This design comes from an exercise in tuning for small area on the open sky130 flow, not from production work. At most, simulation tests tie the RTL to the original design; equivalence was not proved.

==> flow/design.v (excerpt) <==
module viterbi(in0, in1, in2, in3, in4, in5, in6, in7, out, clk, reset, error);
Size in the first run: roughly 560 cells after synthesis, about 130 flip-flops, ~30 I/O pins.
==> module viterbi, before the edit <==
module viterbi(in0, in1, in2, in3, in4, in5, in6, in7, out, clk, reset, error);
    input [2:0] in0;
    input [2:0] in1;
    input [2:0] in2;
    input [2:0] in3;
    input [2:0] in4;
    input [2:0] in5;
    input [2:0] in6;
    input [2:0] in7;
    output [2:0] out;
    input clk;
    input reset;
    output error;
    wire sl0 = in0 > in4;
    wire sl1 = in1 > in5;
    wire sl2 = in2 > in6;
    wire sl3 = in3 > in7;
    wire [2:0] s0 = sl0 ? in4 : in0;
    wire [2:0] s1 = sl1 ? in5 : in1;
    wire [2:0] s2 = sl2 ? in6 : in2;
    wire [2:0] s3 = sl3 ? in7 : in3;
    reg [3:0] m0, m1, m2, m3;
    wire smA = m0 > m2, ssA = s0 > s2;
    wire smB = m1 > m3, ssB = s1 > s3;
    wire [3:0] mlA = smA ? m2 : m0, mhA = smA ? m0 : m2;
    wire [3:0] mlB = smB ? m3 : m1, mhB = smB ? m1 : m3;
    wire [2:0] slA = ssA ? s2 : s0, shA = ssA ? s0 : s2;
    wire [2:0] slB = ssB ? s3 : s1, shB = ssB ? s1 : s3;
    wire [3:0] dA = mhA - mlA, dB = mhB - mlB;
    wire [2:0] eA = shA - slA, eB = shB - slB;
    wire [4:0] baseA = mlA + slA, baseB = mlB + slB;     
    wire [4:0] topA = mhA + shA, topB = mhB + shB;       
    wire err_n = topA[4] | topB[4];
    wire dgtA = dA > eA, dltA = dA < eA;
    wire dgtB = dB > eB, dltB = dB < eB;
    wire [3:0] dlA = dgtA ? eA : dA, dlB = dgtB ? eB : dB;    
    wire a0 = smA ? (ssA | dgtA) : (ssA & dltA);
    wire a1 = smA ? (~ssA | dgtA) : (~ssA & dltA);
    wire a2 = smB ? (ssB | dgtB) : (ssB & dltB);
    wire a3 = smB ? (~ssB | dgtB) : (~ssB & dltB);
    wire b01 = (smA & (s0 < s2)) | (ssA & (m0 < m2));       
    wire b23 = (smB & (s1 < s3)) | (ssB & (m1 < m3));       
    wire bab = baseA > baseB;
    wire [1:0] ctl_n = {bab, bab ? b23 : b01};
    wire [4:0] hi = bab ? baseA : baseB, lo = bab ? baseB : baseA;
    wire [4:0] o = hi - lo;
    wire [3:0] oA = bab ? o[3:0] : 4'd0, oB = bab ? 4'd0 : o[3:0];
    wire [3:0] hA = oA + dlA, hB = oB + dlB;
    wire alA = smA == ssA, alB = smB == ssB;                   
    reg [1:0] control;    
    reg err;
    reg [3:0] acs;        
    reg [3:0] sel;        
    always @(posedge clk) begin
        if (!reset) begin
            m0 <= 4'd0; m1 <= 4'd0; m2 <= 4'd0; m3 <= 4'd0;
            control <= 2'd0; err <= 1'b0; acs <= 4'd0; sel <= 4'd0;
        end else begin
            m0 <= alA ? oA : hA;
            m1 <= alA ? hA : oA;
            m2 <= alB ? oB : hB;
            m3 <= alB ? hB : oB;
            control <= ctl_n;
            err <= err_n;
            acs <= {a3, a2, a1, a0};
            sel <= {sl3, sl2, sl1, sl0};
        end
    end
    assign error = err;
    reg [3:0] ah [0:11];
    reg [3:0] sh [0:11];
    integer i;
    always @(posedge clk) begin
        ah[0] <= acs;
        sh[0] <= sel;
        for (i = 1; i < 12; i = i + 1) begin
            ah[i] <= ah[i-1];
            sh[i] <= sh[i-1];
        end
    end
    reg [3:0] cnt;
    always @(posedge clk) begin
        if (!reset) cnt <= 4'd0;
        else if (cnt != 4'd12) cnt <= cnt + 4'd1;
    end
    wire valid = cnt == 4'd12;
    wire [12:0] h;
    assign h[0] = control[0];
    assign h[1] = control[1];
    genvar g;
    generate
        for (g = 0; g < 11; g = g + 1) begin : trace
            wire t1 = h[g] ? ah[g][3] : ah[g][2];
            wire t0 = h[g] ? ah[g][1] : ah[g][0];
            assign h[g+2] = h[g+1] ? t1 : t0;
        end
    endgenerate
    wire x = h[12] ? (h[11] ? ~ah[11][3] : ah[11][2]) : (h[11] ? ~ah[11][1] : ah[11][0]);
    wire sb = x ? (h[12] ? sh[11][3] : sh[11][2]) : (h[12] ? sh[11][1] : sh[11][0]);
    assign out = valid ? {sb, x, h[12]} : 3'd0;
endmodule
clock: 12.0 ns
lec_check: 0
cap_margin: 20
core_margin: 2
core_utilization: 40
slew_margin: 20
standard.sh (not shown) runs the stock make flow with config.mk's settings and CLKGATE_MAP_FILE= SYNTH_SCRIPT=/design/flow/synth_recipe.tcl, a recipe that flattens the netlist after the stock synthesis.
==> flow/flow/run.sh <==
#!/bin/bash
# Own layout flow: the standard layout (standard.sh) with these changes:
#  * synthesis: ABC maps the logic with an area-oriented script (flow/area.abc)
#    instead of ORFS's delay-oriented one, without ORFS's Kogge-Stone adder
#    map and full/half-adder extraction.  Flip-flops, their names and cells
#    are the standard synthesis's.
#  * port buffers are the smallest buffer, sky130_fd_sc_hd__buf_1 (every port
#    is still buffered);
#  * CTS uses small clock buffers and no dummy loads.
# Each tool's output goes to a log file in this folder.
set -euo pipefail
W=$(pwd)
ORIG=$(grep -o 'SYNTH_SCRIPT=[^ ]*' standard.sh | head -1 | cut -d= -f2- | tr -d "'\"")
sed "s#SYNTH_SCRIPT=[^ ]*#SYNTH_SCRIPT=$W/flow/synth_wrap.tcl#" standard.sh > my_standard.sh
export ORIG_SYNTH_SCRIPT="$ORIG"
export MY_ABC_SCRIPT="$W/flow/area.abc"
export ADDER_MAP_FILE=
export SYNTH_OPERATIONS_ARGS=-noshare
export BUFFER_PORTS_ARGS="-buffer_cell sky130_fd_sc_hd__buf_1"
export CTS_ARGS="-sink_clustering_enable -repair_clock_nets -dont_use_dummy_load -buf_list sky130_fd_sc_hd__clkbuf_4"
bash my_standard.sh synth > synth.log 2>&1
bash my_standard.sh > layout.log 2>&1
==> flow/flow/area.abc <==
strash
dch -f
amap
topo
==> flow/flow/synth_wrap.tcl <==
# Runs the standard flow's synthesis script unchanged, except that the abc call uses
# MY_ABC_SCRIPT (area-oriented) in place of its -script, without -D.
proc abc {args} {
  set out {}
  set skip 0
  foreach a $args {
    if { $skip } { set skip 0; continue }
    if { $a eq "-script" || $a eq "-D" } { set skip 1; continue }
    lappend out $a
  }
  yosys abc -script $::env(MY_ABC_SCRIPT) {*}$out
}
source $::env(ORIG_SYNTH_SCRIPT)
Then changed:
--- a/flow/design.v
+++ b/flow/design.v
@@ -16,8 +16,17 @@
     wire sl2 = in2 > in6;
     wire sl3 = in3 > in7;
-    wire [2:0] s0 = sl0 ? in4 : in0;
-    wire [2:0] s1 = sl1 ? in5 : in1;
-    wire [2:0] s2 = sl2 ? in6 : in2;
-    wire [2:0] s3 = sl3 ? in7 : in3;
+    reg [2:0] s0, s1, s2, s3;
+    reg [3:0] sel;                   
+    always @(posedge clk) begin
+        if (!reset) begin
+            s0 <= 3'd0; s1 <= 3'd0; s2 <= 3'd0; s3 <= 3'd0; sel <= 4'd0;
+        end else begin
+            s0 <= sl0 ? in4 : in0;
+            s1 <= sl1 ? in5 : in1;
+            s2 <= sl2 ? in6 : in2;
+            s3 <= sl3 ? in7 : in3;
+            sel <= {sl3, sl2, sl1, sl0};
+        end
+    end
     reg [3:0] m0, m1, m2, m3;
     wire smA = m0 > m2, ssA = s0 > s2;
@@ -31,5 +40,5 @@
     wire [4:0] baseA = mlA + slA, baseB = mlB + slB;     
     wire [4:0] topA = mhA + shA, topB = mhB + shB;       
-    wire err_n = topA[4] | topB[4];
+    assign error = topA[4] | topB[4];
     wire dgtA = dA > eA, dltA = dA < eA;
     wire dgtB = dB > eB, dltB = dB < eB;
@@ -42,5 +51,5 @@
     wire b23 = (smB & (s1 < s3)) | (ssB & (m1 < m3));       
     wire bab = baseA > baseB;
-    wire [1:0] ctl_n = {bab, bab ? b23 : b01};
+    wire [1:0] control = {bab, bab ? b23 : b01};
     wire [4:0] hi = bab ? baseA : baseB, lo = bab ? baseB : baseA;
     wire [4:0] o = hi - lo;
@@ -48,12 +57,7 @@
     wire [3:0] hA = oA + dlA, hB = oB + dlB;
     wire alA = smA == ssA, alB = smB == ssB;                   
-    reg [1:0] control;    
-    reg err;
-    reg [3:0] acs;        
-    reg [3:0] sel;        
     always @(posedge clk) begin
         if (!reset) begin
             m0 <= 4'd0; m1 <= 4'd0; m2 <= 4'd0; m3 <= 4'd0;
-            control <= 2'd0; err <= 1'b0; acs <= 4'd0; sel <= 4'd0;
         end else begin
             m0 <= alA ? oA : hA;
@@ -61,16 +65,11 @@
             m2 <= alB ? oB : hB;
             m3 <= alB ? hB : oB;
-            control <= ctl_n;
-            err <= err_n;
-            acs <= {a3, a2, a1, a0};
-            sel <= {sl3, sl2, sl1, sl0};
         end
     end
-    assign error = err;
     reg [3:0] ah [0:11];
     reg [3:0] sh [0:11];
     integer i;
     always @(posedge clk) begin
-        ah[0] <= acs;
+        ah[0] <= {a3, a2, a1, a0};
         sh[0] <= sel;
         for (i = 1; i < 12; i = i + 1) begin
Outcome:
- The changed run completed without violations
- wire length climbs by roughly a tenth
- sequential cell count climbs by 5
- clock skew is lower by 3.7 ps
- worst hold slack is worse by 16 ps
- worst setup slack got worse by 1100 ps
- design area goes up by roughly a tenth
- synthesized cell count went up by a few percent
- fmax decreases by roughly a tenth
- synthesized area increases by a few percent
- non-clock buffer count climbs by 12
Function not checked in the second run of this note: the RTL went through the layout flow alone.

[static timing again, ports no longer ideal]
Ports are ideal in the flow. The routed layouts listed here were re-timed in OpenROAD. Step 1 assumes that a clkbuf_16 drives the clock port and a buf_2 every other input. Step 2, shift: input delay + t, output delay - t, t = (earliest + latest rising clock arrival at the registers) / 2. This alone moves slack from input paths to output paths. Slacks: no drivers / after step 1 / after step 2; pairs: no drivers / after step 1.
| run | t, ns | slack for setup (ns) | worst setup path at the end | slew at the worst register clock pin (ns) | worst data-port slew with drivers (ns) |
|---|---|---|---|---|---|
| the first run | 0.491 | 2.029 / 2.038 / 1.547 | input to register | 0.12 / 0.12 | 0.03 |
| the second run | 0.551 | 0.946 / 0.910 / 1.462 | register to output | 0.12 / 0.12 | 0.04 |
After both steps setup and hold are still met in every run listed. For the first run, which loses most, drivers alone change the setup slack by +0.009 ns; drivers and shift together by -0.482 ns.
